From an optimization exercise on the open Yosys and OpenROAD flow, aimed at small area, a short achievable clock period and few clock cycles per item; shortcuts taken in it are not production practice.
In this exercise RTL edits were held to simulation tests only and were not proved equivalent to the original.

==> flow/design.v (outline; a module is shown in full before it is edited, if it fits) <==
// module fa: 4 lines
// module ha: 4 lines
// module reciprocal: 38 lines
// module imc: 1554 lines
module imc
  #(parameter INPUT_W = 16,
    parameter OUTPUT_W = 16)
(
    input  logic                   clk,
    input  logic                   rst_n,
    input  logic                   start,
    input  logic [INPUT_W-1:0]     aIn,
    input  logic [INPUT_W-1:0]     bIn,
    input  logic [INPUT_W-1:0]     cIn,
    input  logic [INPUT_W-1:0]     dIn,
    output logic                   ready,
    output logic [OUTPUT_W-1:0]    aOut,
    output logic [OUTPUT_W-1:0]    bOut,
    output logic [OUTPUT_W-1:0]    cOut,
    output logic [OUTPUT_W-1:0]    dOut,
    output logic                   aOut_sign,
    output logic                   bOut_sign,
    output logic                   cOut_sign,
    output logic                   dOut_sign
);
  // ...
==> flow/flow/run.sh <==
#!/bin/bash
# The standard layout (the standard.sh, all ORFS steps from synthesis
# to finish), except that buffer_ports puts a buf_2 on every input and
# output port instead of the cell it picks on its own (a slow delay cell,
# clkdlybuf4s50_1). Timing repair still resizes port buffers as it needs.
# make's output goes to flow_make.log; ORFS keeps each step's log under
# orfs/logs.
set -euo pipefail
bash standard.sh "BUFFER_PORTS_ARGS=-buffer_cell sky130_fd_sc_hd__buf_2" finish > flow_make.log 2>&1
==> flow/standard.sh <==
#!/bin/bash
# synth_recipe.tcl (not shown) runs the flow's synth.tcl, then flattens the netlist and writes it again
# the make line also repeats each setting of config.mk as NAME=value (left out here)
make -C /OpenROAD-flow-scripts/flow DESIGN_CONFIG=/design/flow/config.mk WORK_HOME=/design/flow/orfs CLKGATE_MAP_FILE= SYNTH_SCRIPT=/design/flow/synth_recipe.tcl "${@:-finish}"
==> flow/config.mk <==
export PLATFORM = sky130hd
export DESIGN_NAME = imc
export DESIGN_NICKNAME = imc
export VERILOG_FILES = /design/flow/design.v
export SDC_FILE = /design/flow/constraint.sdc
export NUM_CORES = 4
export LEC_CHECK = 0
export CAP_MARGIN = 20
export CORE_MARGIN = 2
export CORE_UTILIZATION = 60
export GPL_ROUTABILITY_DRIVEN = 0
export PLACE_DENSITY = 0.75
export SETUP_SLACK_MARGIN = 3
export SLEW_MARGIN = 20
export SYNTH_HIERARCHICAL = 1
==> flow/constraint.sdc <==
create_clock -name core_clock -period 11.0 [get_ports {clk}]
set_input_delay 2.2000 -clock core_clock [delete_from_list [all_inputs] [get_ports {clk}]]
set_output_delay 2.2000 -clock core_clock [all_outputs]
set_load 0.01 [all_outputs]
==> impl_metrics.ini, run 1 <==
[setup_path]
cp.depth = 18
arrival_ns = 7.93
cpMostUsedCell = fa_1
cpPeakStageDelay_ns = 0.58
critPathKind = in -> reg
cp_cell_sequence = buf_4 > nand2_1 > fa_1 > fa_1 > fa_1 > fa_1 > fa_1 > fa_1 > inv_1 > fa_1 > fa_1 > ha_1 > a21o_1 > a21o_1 > a21oi_2 > nor4_2 > nor4bb_1 > nor3b_1
crit_end = dsign_r

[layout]
antenna_cells = 0
clk_share = 0.00776
multi_input_area_share = 0.845
fin_cells = 2635
multi_input_area_sq_um = 18700
mostFrequentLayoutCell = nand2_1
fin_util = 0.643
buffer_area_frac = 0.0451

[sta]
worstMarginPinSlew_ns = 1.13
rsz0062_at_grt = false
fin_crit_sh = 0.717
clock.fmax_mhz = 127
final-setup-viol-count = 0
whs_ns = 1.67
fin_crit_ns = 7.89

[drt]
drt_iter0_markers = 1720
highest_layer = met4
met3RoutedLength_um = 5500

[synth]
yosysUniqueCellTypes = 64
ys.flop_type = edfxtp_1
ys_top_cells_by_area = fa_1 54%, nand2_1 13%, edfxtp_1 6.2%
netlist_area_sq_um = 20900
synth.avg_cell_area_sq_um = 9.67
synth_compound_area_frac = 0.0781

[clocking]
clk_path_buf_depth = 2
cts.sinks = 44
cts-root-buf = clkbuf_16

[placement]
dp_cells = 2615
hpwl_um = 42200
port_buffers = 135

[worst_hold_path]
hp-class = in -> async

[die]
fp.dieH_um = 191

[grt]
grt_pass1_wl_um = 91300

[outcome]
status = complete, no violations
Testbench counts, summed over its fixed seeds: cycles 3,200, items 3,200.
==> inputs of run 2 (changes only) <==
--- a/flow/design.v
+++ b/flow/design.v
@@ -1438,160 +1438,128 @@
   wire sa_G7_6 = sa_g[7] | (sa_p[7] & sa_g[6]);
   wire sa_P7_6 = sa_p[7] & sa_p[6];
   wire sa_G9_8 = sa_g[9] | (sa_p[9] & sa_g[8]);
   wire sa_P9_8 = sa_p[9] & sa_p[8];
   wire sa_G11_10 = sa_g[11] | (sa_p[11] & sa_g[10]);
   wire sa_P11_10 = sa_p[11] & sa_p[10];
   wire sa_G13_12 = sa_g[13] | (sa_p[13] & sa_g[12]);
   wire sa_P13_12 = sa_p[13] & sa_p[12];
-  wire sa_G2_0 = sa_g[2] | (sa_p[2] & sa_G1_0);
   wire sa_G3_0 = sa_G3_2 | (sa_P3_2 & sa_G1_0);
-  wire sa_G6_4 = sa_g[6] | (sa_p[6] & sa_G5_4);
-  wire sa_P6_4 = sa_p[6] & sa_P5_4;
   wire sa_G7_4 = sa_G7_6 | (sa_P7_6 & sa_G5_4);
   wire sa_P7_4 = sa_P7_6 & sa_P5_4;
-  wire sa_G10_8 = sa_g[10] | (sa_p[10] & sa_G9_8);
-  wire sa_P10_8 = sa_p[10] & sa_P9_8;
   wire sa_G11_8 = sa_G11_10 | (sa_P11_10 & sa_G9_8);
   wire sa_P11_8 = sa_P11_10 & sa_P9_8;
-  wire sa_G4_0 = sa_g[4] | (sa_p[4] & sa_G3_0);
-  wire sa_G5_0 = sa_G5_4 | (sa_P5_4 & sa_G3_0);
-  wire sa_G6_0 = sa_G6_4 | (sa_P6_4 & sa_G3_0);
   wire sa_G7_0 = sa_G7_4 | (sa_P7_4 & sa_G3_0);
-  wire sa_G12_8 = sa_g[12] | (sa_p[12] & sa_G11_8);
-  wire sa_P12_8 = sa_p[12] & sa_P11_8;
-  wire sa_G13_8 = sa_G13_12 | (sa_P13_12 & sa_G11_8);
-  wire sa_P13_8 = sa_P13_12 & sa_P11_8;
-  wire sa_G8_0 = sa_g[8] | (sa_p[8] & sa_G7_0);
-  wire sa_G9_0 = sa_G9_8 | (sa_P9_8 & sa_G7_0);
-  wire sa_G10_0 = sa_G10_8 | (sa_P10_8 & sa_G7_0);
   wire sa_G11_0 = sa_G11_8 | (sa_P11_8 & sa_G7_0);
-  wire sa_G12_0 = sa_G12_8 | (sa_P12_8 & sa_G7_0);
-  wire sa_G13_0 = sa_G13_8 | (sa_P13_8 & sa_G7_0);
+  wire sa_G5_0 = sa_G5_4 | (sa_P5_4 & sa_G3_0);
+  wire sa_G9_0 = sa_G9_8 | (sa_P9_8 & sa_G7_0);
+  wire sa_G13_0 = sa_G13_12 | (sa_P13_12 & sa_G11_0);
+  wire sa_G2_0 = sa_g[2] | (sa_p[2] & sa_G1_0);
+  wire sa_G4_0 = sa_g[4] | (sa_p[4] & sa_G3_0);
+  wire sa_G6_0 = sa_g[6] | (sa_p[6] & sa_G5_0);
+  wire sa_G8_0 = sa_g[8] | (sa_p[8] & sa_G7_0);
+  wire sa_G10_0 = sa_g[10] | (sa_p[10] & sa_G9_0);
+  wire sa_G12_0 = sa_g[12] | (sa_p[12] & sa_G11_0);
   assign pa = ~{(sa_p[13] ^ sa_G12_0), (sa_p[12] ^ sa_G11_0), (sa_p[11] ^ sa_G10_0), (sa_p[10] ^ sa_G9_0), (sa_p[9] ^ sa_G8_0), (sa_p[8] ^ sa_G7_0), (sa_p[7] ^ sa_G6_0), (sa_p[6] ^ sa_G5_0), (sa_p[5] ^ sa_G4_0), (sa_p[4] ^ sa_G3_0), (sa_p[3] ^ sa_G2_0), (sa_p[2] ^ sa_G1_0), (sa_p[1] ^ (sa_g[0] | sa_p[0])), (sa_p[0] ^ 1'b1)};
   wire [13:0] sb_p = {obx[13], obx[12], obx[11], obx[10], obx[9], obx[8], obx[7], obx[6], obx[5], obx[4], obx[3], obx[2], obx[1], obx[0]} ^ {1'b1, 1'b1, oby[11], oby[10], oby[9], oby[8], oby[7], oby[6], oby[5], oby[4], oby[3], oby[2], oby[1], 1'b1};
   wire [13:0] sb_g = {obx[13], obx[12], obx[11], obx[10], obx[9], obx[8], obx[7], obx[6], obx[5], obx[4], obx[3], obx[2], obx[1], obx[0]} & {1'b1, 1'b1, oby[11], oby[10], oby[9], oby[8], oby[7], oby[6], oby[5], oby[4], oby[3], oby[2], oby[1], 1'b1};
   wire sb_G1_0 = sb_g[1] | (sb_p[1] & (sb_g[0] | sb_p[0]));
   wire sb_G3_2 = sb_g[3] | (sb_p[3] & sb_g[2]);
   wire sb_P3_2 = sb_p[3] & sb_p[2];
   wire sb_G5_4 = sb_g[5] | (sb_p[5] & sb_g[4]);
   wire sb_P5_4 = sb_p[5] & sb_p[4];
   wire sb_G7_6 = sb_g[7] | (sb_p[7] & sb_g[6]);
   wire sb_P7_6 = sb_p[7] & sb_p[6];
   wire sb_G9_8 = sb_g[9] | (sb_p[9] & sb_g[8]);
   wire sb_P9_8 = sb_p[9] & sb_p[8];
   wire sb_G11_10 = sb_g[11] | (sb_p[11] & sb_g[10]);
   wire sb_P11_10 = sb_p[11] & sb_p[10];
   wire sb_G13_12 = sb_g[13] | (sb_p[13] & sb_g[12]);
   wire sb_P13_12 = sb_p[13] & sb_p[12];
-  wire sb_G2_0 = sb_g[2] | (sb_p[2] & sb_G1_0);
   wire sb_G3_0 = sb_G3_2 | (sb_P3_2 & sb_G1_0);
-  wire sb_G6_4 = sb_g[6] | (sb_p[6] & sb_G5_4);
-  wire sb_P6_4 = sb_p[6] & sb_P5_4;
   wire sb_G7_4 = sb_G7_6 | (sb_P7_6 & sb_G5_4);
   wire sb_P7_4 = sb_P7_6 & sb_P5_4;
-  wire sb_G10_8 = sb_g[10] | (sb_p[10] & sb_G9_8);
-  wire sb_P10_8 = sb_p[10] & sb_P9_8;
   wire sb_G11_8 = sb_G11_10 | (sb_P11_10 & sb_G9_8);
   wire sb_P11_8 = sb_P11_10 & sb_P9_8;
-  wire sb_G4_0 = sb_g[4] | (sb_p[4] & sb_G3_0);
-  wire sb_G5_0 = sb_G5_4 | (sb_P5_4 & sb_G3_0);
-  wire sb_G6_0 = sb_G6_4 | (sb_P6_4 & sb_G3_0);
   wire sb_G7_0 = sb_G7_4 | (sb_P7_4 & sb_G3_0);
-  wire sb_G12_8 = sb_g[12] | (sb_p[12] & sb_G11_8);
-  wire sb_P12_8 = sb_p[12] & sb_P11_8;
-  wire sb_G13_8 = sb_G13_12 | (sb_P13_12 & sb_G11_8);
-  wire sb_P13_8 = sb_P13_12 & sb_P11_8;
-  wire sb_G8_0 = sb_g[8] | (sb_p[8] & sb_G7_0);
-  wire sb_G9_0 = sb_G9_8 | (sb_P9_8 & sb_G7_0);
-  wire sb_G10_0 = sb_G10_8 | (sb_P10_8 & sb_G7_0);
   wire sb_G11_0 = sb_G11_8 | (sb_P11_8 & sb_G7_0);
-  wire sb_G12_0 = sb_G12_8 | (sb_P12_8 & sb_G7_0);
-  wire sb_G13_0 = sb_G13_8 | (sb_P13_8 & sb_G7_0);
+  wire sb_G5_0 = sb_G5_4 | (sb_P5_4 & sb_G3_0);
+  wire sb_G9_0 = sb_G9_8 | (sb_P9_8 & sb_G7_0);
+  wire sb_G13_0 = sb_G13_12 | (sb_P13_12 & sb_G11_0);
+  wire sb_G2_0 = sb_g[2] | (sb_p[2] & sb_G1_0);
+  wire sb_G4_0 = sb_g[4] | (sb_p[4] & sb_G3_0);
+  wire sb_G6_0 = sb_g[6] | (sb_p[6] & sb_G5_0);
+  wire sb_G8_0 = sb_g[8] | (sb_p[8] & sb_G7_0);
+  wire sb_G10_0 = sb_g[10] | (sb_p[10] & sb_G9_0);
+  wire sb_G12_0 = sb_g[12] | (sb_p[12] & sb_G11_0);
   assign pb = ~{(sb_p[13] ^ sb_G12_0), (sb_p[12] ^ sb_G11_0), (sb_p[11] ^ sb_G10_0), (sb_p[10] ^ sb_G9_0), (sb_p[9] ^ sb_G8_0), (sb_p[8] ^ sb_G7_0), (sb_p[7] ^ sb_G6_0), (sb_p[6] ^ sb_G5_0), (sb_p[5] ^ sb_G4_0), (sb_p[4] ^ sb_G3_0), (sb_p[3] ^ sb_G2_0), (sb_p[2] ^ sb_G1_0), (sb_p[1] ^ (sb_g[0] | sb_p[0])), (sb_p[0] ^ 1'b1)};
   wire [13:0] sc_p = {ocx[13], ocx[12], ocx[11], ocx[10], ocx[9], ocx[8], ocx[7], ocx[6], ocx[5], ocx[4], ocx[3], ocx[2], ocx[1], ocx[0]} ^ {1'b1, 1'b1, ocy[11], ocy[10], ocy[9], ocy[8], ocy[7], ocy[6], ocy[5], ocy[4], ocy[3], ocy[2], ocy[1], 1'b1};
   wire [13:0] sc_g = {ocx[13], ocx[12], ocx[11], ocx[10], ocx[9], ocx[8], ocx[7], ocx[6], ocx[5], ocx[4], ocx[3], ocx[2], ocx[1], ocx[0]} & {1'b1, 1'b1, ocy[11], ocy[10], ocy[9], ocy[8], ocy[7], ocy[6], ocy[5], ocy[4], ocy[3], ocy[2], ocy[1], 1'b1};
   wire sc_G1_0 = sc_g[1] | (sc_p[1] & (sc_g[0] | sc_p[0]));
   wire sc_G3_2 = sc_g[3] | (sc_p[3] & sc_g[2]);
   wire sc_P3_2 = sc_p[3] & sc_p[2];
   wire sc_G5_4 = sc_g[5] | (sc_p[5] & sc_g[4]);
   wire sc_P5_4 = sc_p[5] & sc_p[4];
   wire sc_G7_6 = sc_g[7] | (sc_p[7] & sc_g[6]);
   wire sc_P7_6 = sc_p[7] & sc_p[6];
   wire sc_G9_8 = sc_g[9] | (sc_p[9] & sc_g[8]);
   wire sc_P9_8 = sc_p[9] & sc_p[8];
   wire sc_G11_10 = sc_g[11] | (sc_p[11] & sc_g[10]);
   wire sc_P11_10 = sc_p[11] & sc_p[10];
   wire sc_G13_12 = sc_g[13] | (sc_p[13] & sc_g[12]);
   wire sc_P13_12 = sc_p[13] & sc_p[12];
-  wire sc_G2_0 = sc_g[2] | (sc_p[2] & sc_G1_0);
   wire sc_G3_0 = sc_G3_2 | (sc_P3_2 & sc_G1_0);
-  wire sc_G6_4 = sc_g[6] | (sc_p[6] & sc_G5_4);
-  wire sc_P6_4 = sc_p[6] & sc_P5_4;
   wire sc_G7_4 = sc_G7_6 | (sc_P7_6 & sc_G5_4);
   wire sc_P7_4 = sc_P7_6 & sc_P5_4;
-  wire sc_G10_8 = sc_g[10] | (sc_p[10] & sc_G9_8);
-  wire sc_P10_8 = sc_p[10] & sc_P9_8;
   wire sc_G11_8 = sc_G11_10 | (sc_P11_10 & sc_G9_8);
   wire sc_P11_8 = sc_P11_10 & sc_P9_8;
-  wire sc_G4_0 = sc_g[4] | (sc_p[4] & sc_G3_0);
-  wire sc_G5_0 = sc_G5_4 | (sc_P5_4 & sc_G3_0);
-  wire sc_G6_0 = sc_G6_4 | (sc_P6_4 & sc_G3_0);
   wire sc_G7_0 = sc_G7_4 | (sc_P7_4 & sc_G3_0);
-  wire sc_G12_8 = sc_g[12] | (sc_p[12] & sc_G11_8);
-  wire sc_P12_8 = sc_p[12] & sc_P11_8;
-  wire sc_G13_8 = sc_G13_12 | (sc_P13_12 & sc_G11_8);
-  wire sc_P13_8 = sc_P13_12 & sc_P11_8;
-  wire sc_G8_0 = sc_g[8] | (sc_p[8] & sc_G7_0);
-  wire sc_G9_0 = sc_G9_8 | (sc_P9_8 & sc_G7_0);
-  wire sc_G10_0 = sc_G10_8 | (sc_P10_8 & sc_G7_0);
   wire sc_G11_0 = sc_G11_8 | (sc_P11_8 & sc_G7_0);
-  wire sc_G12_0 = sc_G12_8 | (sc_P12_8 & sc_G7_0);
-  wire sc_G13_0 = sc_G13_8 | (sc_P13_8 & sc_G7_0);
+  wire sc_G5_0 = sc_G5_4 | (sc_P5_4 & sc_G3_0);
+  wire sc_G9_0 = sc_G9_8 | (sc_P9_8 & sc_G7_0);
+  wire sc_G13_0 = sc_G13_12 | (sc_P13_12 & sc_G11_0);
+  wire sc_G2_0 = sc_g[2] | (sc_p[2] & sc_G1_0);
+  wire sc_G4_0 = sc_g[4] | (sc_p[4] & sc_G3_0);
+  wire sc_G6_0 = sc_g[6] | (sc_p[6] & sc_G5_0);
+  wire sc_G8_0 = sc_g[8] | (sc_p[8] & sc_G7_0);
+  wire sc_G10_0 = sc_g[10] | (sc_p[10] & sc_G9_0);
+  wire sc_G12_0 = sc_g[12] | (sc_p[12] & sc_G11_0);
   assign pc = ~{(sc_p[13] ^ sc_G12_0), (sc_p[12] ^ sc_G11_0), (sc_p[11] ^ sc_G10_0), (sc_p[10] ^ sc_G9_0), (sc_p[9] ^ sc_G8_0), (sc_p[8] ^ sc_G7_0), (sc_p[7] ^ sc_G6_0), (sc_p[6] ^ sc_G5_0), (sc_p[5] ^ sc_G4_0), (sc_p[4] ^ sc_G3_0), (sc_p[3] ^ sc_G2_0), (sc_p[2] ^ sc_G1_0), (sc_p[1] ^ (sc_g[0] | sc_p[0])), (sc_p[0] ^ 1'b1)};
   wire [13:0] sd_p = {odx[13], odx[12], odx[11], odx[10], odx[9], odx[8], odx[7], odx[6], odx[5], odx[4], odx[3], odx[2], odx[1], odx[0]} ^ {1'b1, 1'b1, ody[11], ody[10], ody[9], ody[8], ody[7], ody[6], ody[5], ody[4], ody[3], ody[2], ody[1], 1'b1};
   wire [13:0] sd_g = {odx[13], odx[12], odx[11], odx[10], odx[9], odx[8], odx[7], odx[6], odx[5], odx[4], odx[3], odx[2], odx[1], odx[0]} & {1'b1, 1'b1, ody[11], ody[10], ody[9], ody[8], ody[7], ody[6], ody[5], ody[4], ody[3], ody[2], ody[1], 1'b1};
   wire sd_G1_0 = sd_g[1] | (sd_p[1] & (sd_g[0] | sd_p[0]));
   wire sd_G3_2 = sd_g[3] | (sd_p[3] & sd_g[2]);
   wire sd_P3_2 = sd_p[3] & sd_p[2];
   wire sd_G5_4 = sd_g[5] | (sd_p[5] & sd_g[4]);
   wire sd_P5_4 = sd_p[5] & sd_p[4];
   wire sd_G7_6 = sd_g[7] | (sd_p[7] & sd_g[6]);
   wire sd_P7_6 = sd_p[7] & sd_p[6];
   wire sd_G9_8 = sd_g[9] | (sd_p[9] & sd_g[8]);
   wire sd_P9_8 = sd_p[9] & sd_p[8];
   wire sd_G11_10 = sd_g[11] | (sd_p[11] & sd_g[10]);
   wire sd_P11_10 = sd_p[11] & sd_p[10];
   wire sd_G13_12 = sd_g[13] | (sd_p[13] & sd_g[12]);
   wire sd_P13_12 = sd_p[13] & sd_p[12];
-  wire sd_G2_0 = sd_g[2] | (sd_p[2] & sd_G1_0);
   wire sd_G3_0 = sd_G3_2 | (sd_P3_2 & sd_G1_0);
-  wire sd_G6_4 = sd_g[6] | (sd_p[6] & sd_G5_4);
-  wire sd_P6_4 = sd_p[6] & sd_P5_4;
   wire sd_G7_4 = sd_G7_6 | (sd_P7_6 & sd_G5_4);
   wire sd_P7_4 = sd_P7_6 & sd_P5_4;
-  wire sd_G10_8 = sd_g[10] | (sd_p[10] & sd_G9_8);
-  wire sd_P10_8 = sd_p[10] & sd_P9_8;
   wire sd_G11_8 = sd_G11_10 | (sd_P11_10 & sd_G9_8);
   wire sd_P11_8 = sd_P11_10 & sd_P9_8;
-  wire sd_G4_0 = sd_g[4] | (sd_p[4] & sd_G3_0);
-  wire sd_G5_0 = sd_G5_4 | (sd_P5_4 & sd_G3_0);
-  wire sd_G6_0 = sd_G6_4 | (sd_P6_4 & sd_G3_0);
   wire sd_G7_0 = sd_G7_4 | (sd_P7_4 & sd_G3_0);
-  wire sd_G12_8 = sd_g[12] | (sd_p[12] & sd_G11_8);
-  wire sd_P12_8 = sd_p[12] & sd_P11_8;
-  wire sd_G13_8 = sd_G13_12 | (sd_P13_12 & sd_G11_8);
-  wire sd_P13_8 = sd_P13_12 & sd_P11_8;
-  wire sd_G8_0 = sd_g[8] | (sd_p[8] & sd_G7_0);
-  wire sd_G9_0 = sd_G9_8 | (sd_P9_8 & sd_G7_0);
-  wire sd_G10_0 = sd_G10_8 | (sd_P10_8 & sd_G7_0);
   wire sd_G11_0 = sd_G11_8 | (sd_P11_8 & sd_G7_0);
-  wire sd_G12_0 = sd_G12_8 | (sd_P12_8 & sd_G7_0);
-  wire sd_G13_0 = sd_G13_8 | (sd_P13_8 & sd_G7_0);
+  wire sd_G5_0 = sd_G5_4 | (sd_P5_4 & sd_G3_0);
+  wire sd_G9_0 = sd_G9_8 | (sd_P9_8 & sd_G7_0);
+  wire sd_G13_0 = sd_G13_12 | (sd_P13_12 & sd_G11_0);
+  wire sd_G2_0 = sd_g[2] | (sd_p[2] & sd_G1_0);
+  wire sd_G4_0 = sd_g[4] | (sd_p[4] & sd_G3_0);
+  wire sd_G6_0 = sd_g[6] | (sd_p[6] & sd_G5_0);
+  wire sd_G8_0 = sd_g[8] | (sd_p[8] & sd_G7_0);
+  wire sd_G10_0 = sd_g[10] | (sd_p[10] & sd_G9_0);
+  wire sd_G12_0 = sd_g[12] | (sd_p[12] & sd_G11_0);
   assign pd = ~{(sd_p[13] ^ sd_G12_0), (sd_p[12] ^ sd_G11_0), (sd_p[11] ^ sd_G10_0), (sd_p[10] ^ sd_G9_0), (sd_p[9] ^ sd_G8_0), (sd_p[8] ^ sd_G7_0), (sd_p[7] ^ sd_G6_0), (sd_p[6] ^ sd_G5_0), (sd_p[5] ^ sd_G4_0), (sd_p[4] ^ sd_G3_0), (sd_p[3] ^ sd_G2_0), (sd_p[2] ^ sd_G1_0), (sd_p[1] ^ (sd_g[0] | sd_p[0])), (sd_p[0] ^ 1'b1)};
   assign aOut = {2'b00, pa} | ({16{r[8]}} & {mA_r, 8'd0}) | ({16{r[7]}} & {1'b0, mA_r, 7'd0});
   assign bOut = {2'b00, pb} | ({16{r[8]}} & {mB_r, 8'd0}) | ({16{r[7]}} & {1'b0, mB_r, 7'd0});
   assign cOut = {2'b00, pc} | ({16{r[8]}} & {mC_r, 8'd0}) | ({16{r[7]}} & {1'b0, mC_r, 7'd0});
   assign dOut = {2'b00, pd} | ({16{r[8]}} & {mD_r, 8'd0}) | ({16{r[7]}} & {1'b0, mD_r, 7'd0});
   assign aOut_sign = sA_r ^ dsign_r;
   assign bOut_sign = sB_r ^ dsign_r;
   assign cOut_sign = sC_r ^ dsign_r;
==> flow/config.mk (replaced) <==
export PLATFORM = sky130hd
export DESIGN_NAME = imc
export DESIGN_NICKNAME = imc
export VERILOG_FILES = /design/flow/design.v
export SDC_FILE = /design/flow/constraint.sdc
export NUM_CORES = 4
export LEC_CHECK = 0
export CAP_MARGIN = 20
export CORE_MARGIN = 2
export CORE_UTILIZATION = 60
export PLACE_DENSITY = 0.75
export SETUP_SLACK_MARGIN = 3
export SLEW_MARGIN = 20
export SYNTH_HIERARCHICAL = 1
==> impl_metrics.ini, run 2 <==
[drt]
drc = 0
viasPerCell = 6.19
routed_wl_um = 55700
post_drt_wl_per_cell_um = 21.3
vias = 16200
first_pass_iters = 5
ant_nets = 0
drt_iter0_markers = 1627

[setup_path]
crit_buf_inv = 2
critPathRequiredTime_ns = 11.04
cp-start-kind = input port
arrival_ns = 8.00
cp_cell_sequence = buf_4 > nand2_1 > fa_1 > fa_1 > fa_1 > fa_1 > fa_1 > fa_1 > fa_1 > inv_1 > fa_1 > fa_1 > a211oi_1 > o21bai_1 > a221oi_1 > o21bai_1 > xnor2_1
critPathKind = in -> reg
critPathTopFamily = adder cells
cpMostUsedCell = fa_1
cp_slowest_cell = fa_1
critical_path.max_fanout = 18
cpPeakStageDelay_ns = 0.57
crit_path_end_kind = flip-flop

[layout]
area_growth_pct = 5.81
mostFrequentLayoutCell = nand2_1
final_cell_mix = 685 x nand2_1, 574 x fa_1, 107 x inv_1
nets = 2895
final_layout_size_suffix_gt1_frac = 0.0895
antenna_cells = 0

[sta]
rsz0062_at_grt = true
clock.fmax_mhz = 126
fin_crit_sh = 0.724
worstMarginPinSlew_ns = 0.944
slew_viol_final = 0
fin_crit_ns = 7.97
final-setup-viol-count = 0
final-hold-violation-count = 0
tns_ns = 0
max_slew_margin = 0.371
whs_ns = 1.67

[synth]
ys.flop_type = edfxtp_1
synth_top_family_by_area = adder cells
synthAdderAreaFrac = 0.608
synth_area_leader_cell = fa_1
synth.avg_cell_area_sq_um = 9.81
yosysUniqueCellTypes = 59
synthCells = 2133
ys_seq_area_frac = 0.0629
synth_top_area_share = 0.549
synth_common_cells = 685 x nand2_1, 574 x fa_1, 129 x clkbuf_1
netlist_area_sq_um = 20900
synthXorXnorAreaFrac = 0.0343
synthSimpleGateAreaFrac = 0.160
async_flop_share = 0.0227
yosysMostFrequentCell = nand2_1
synth_edf_count = 43
ys_warn_count = 8
ys_top_cells_by_area = fa_1 55%, nand2_1 12%, edfxtp_1 6.2%
muxShareOfSynthArea = 0.000957
synth_compound_area_frac = 0.0747
ys_seq_elements = 44

[placement]
gp_congestion = 0.954
hpwl_um = 41100
port_buffers = 135

[die]
initial_core_util = 0.607
num_rows = 68
fp.dieH_um = 191
io_pins = 136
die_x_um = 191
dieArea_sq_um = 36400
coreArea_sq_um = 34500

[grt]
groute.usage.overall = 0.317
antenna_found_initial = 0
globalRoute.totalOverflow = 0
grt_pass1_vias = 17400
grt_pass1_wl_um = 89700
grt_max_degree = 44

[clocking]
numCtsBuffers = 5
clk_path_buf_depth = 2
cts_tree = built
cts_max_level = 2
cts-root-buf = clkbuf_16
cts.hold.buffers_added = 0
path_clk_slew_ns = 0.06
cts.sinks = 44

[worst_hold_path]
hp-class = in -> async

[run]
cap_violations = 0

[outcome]
status = complete, no violations
run 2: changes by cell type in the layout (fill, tap and decap cells not counted), sizes merged, moves of 12 or more:
cell	previous run	this run
buf	124	142
nand2	703	685
o21ai	43	29
xor2	23	36
a221o	9	21
clkbuf	35	23
run 2: path summary, 6_finish.rpt:
check | end | cells after the start | slack (ns) | from
min | ready_r | 1 | 1.67 | rst_n
max | dsign_r | 17 | 3.03 | dIn[14]
max in group asynchronous | ready_r | 1 | 9.25 | rst_n
min in group core_clock | sA_r | 1 | 2.27 | dIn[15]
run 2: area by class of cell:
| cell class | instances | area, sq um |
|---|---|---|
| Clock buffer | 5 | 125 |
| Clock inverter | 3 | 46.3 |
| Fill cell | 2752 | 12300 |
| Inverter | 107 | 402 |
| Multi-Input combinational cell | 1837 | 18600 |
| Sequential cell | 44 | 1320 |
| Tap cell | 455 | 569 |
| Timing Repair Buffer | 160 | 1040 |
run 2: cells by family after synthesis:
family,after synthesis
buf+inv,306
mux,2
xor+xnor,81
flops,44
compound gates,213
other cells,1
fa+ha+maj,673
simple gates,813
run 2: stage by stage:
step	utilization	cell area, sq um	std cells	worst slack (ns)
4_1_cts	0.634	21900	2594	3.00
6_report	0.642	22100	2611	3.03
2_1_floorplan	-	21100	2187	3.00
3_3_place_gp	0.627	21600	2585	2.48
5_1_grt	0.642	22100	2611	2.94
3_5_place_dp	0.627	21600	2585	2.35
run 2: layer usage:
layer	global-route usage	routed length, um
met5	0	0
met2	0.533	27500
met4	0.122	1820
met3	0.0488	5140
met1	0.419	21200
run 2: what timing repair did:
action,4_1_cts,5_1_grt
endpoints found under the hold margin,0,0
setup buffers,1,16
endpoints found under the setup margin,26,17
pin swaps,1,3
resized for setup,26,49
run 2: modules after synthesis (local to each module, per instance):
module,flops+latches,cells,copies in the design
fa,0,1,548
ha,0,1,15
imc,44,1515,1
reciprocal,0,55,1
Testbench counts of run 2, summed over its fixed seeds: cycles 3,200, items 3,200.

-- re-timing with driven ports --
No port has a modelled driver above. Below, the same layouts with a new extraction and two added sets of constraints.
Step 1 (the two cells are an assumption about what drives the block):
set clk [get_ports {clk}]
set_driving_cell -lib_cell sky130_fd_sc_hd__clkbuf_16 $clk
set_driving_cell -lib_cell sky130_fd_sc_hd__buf_2 [delete_from_list [all_inputs] $clk]
Step 2 moves the port delays by t, midway between the first and last clock arrival at a register: inputs arrive t later, outputs are due t later. That takes back most of the time a late clock gives input paths.
Slacks: ideal ports / drivers / drivers and shift; pairs: ideal ports / drivers.
run | shift t [ns] | slack for setup (ns) | cell pins on the clock port's net
run 1 | 0.330 | 3.112 / 3.130 / 2.800 | 1
run 2 | 0.325 | 3.035 / 3.009 / 2.684 | 1
After both steps every run listed still meets setup and hold. The setup slack of run 2, which loses most, moves by -0.026 ns with the drivers and by -0.351 ns with both steps.
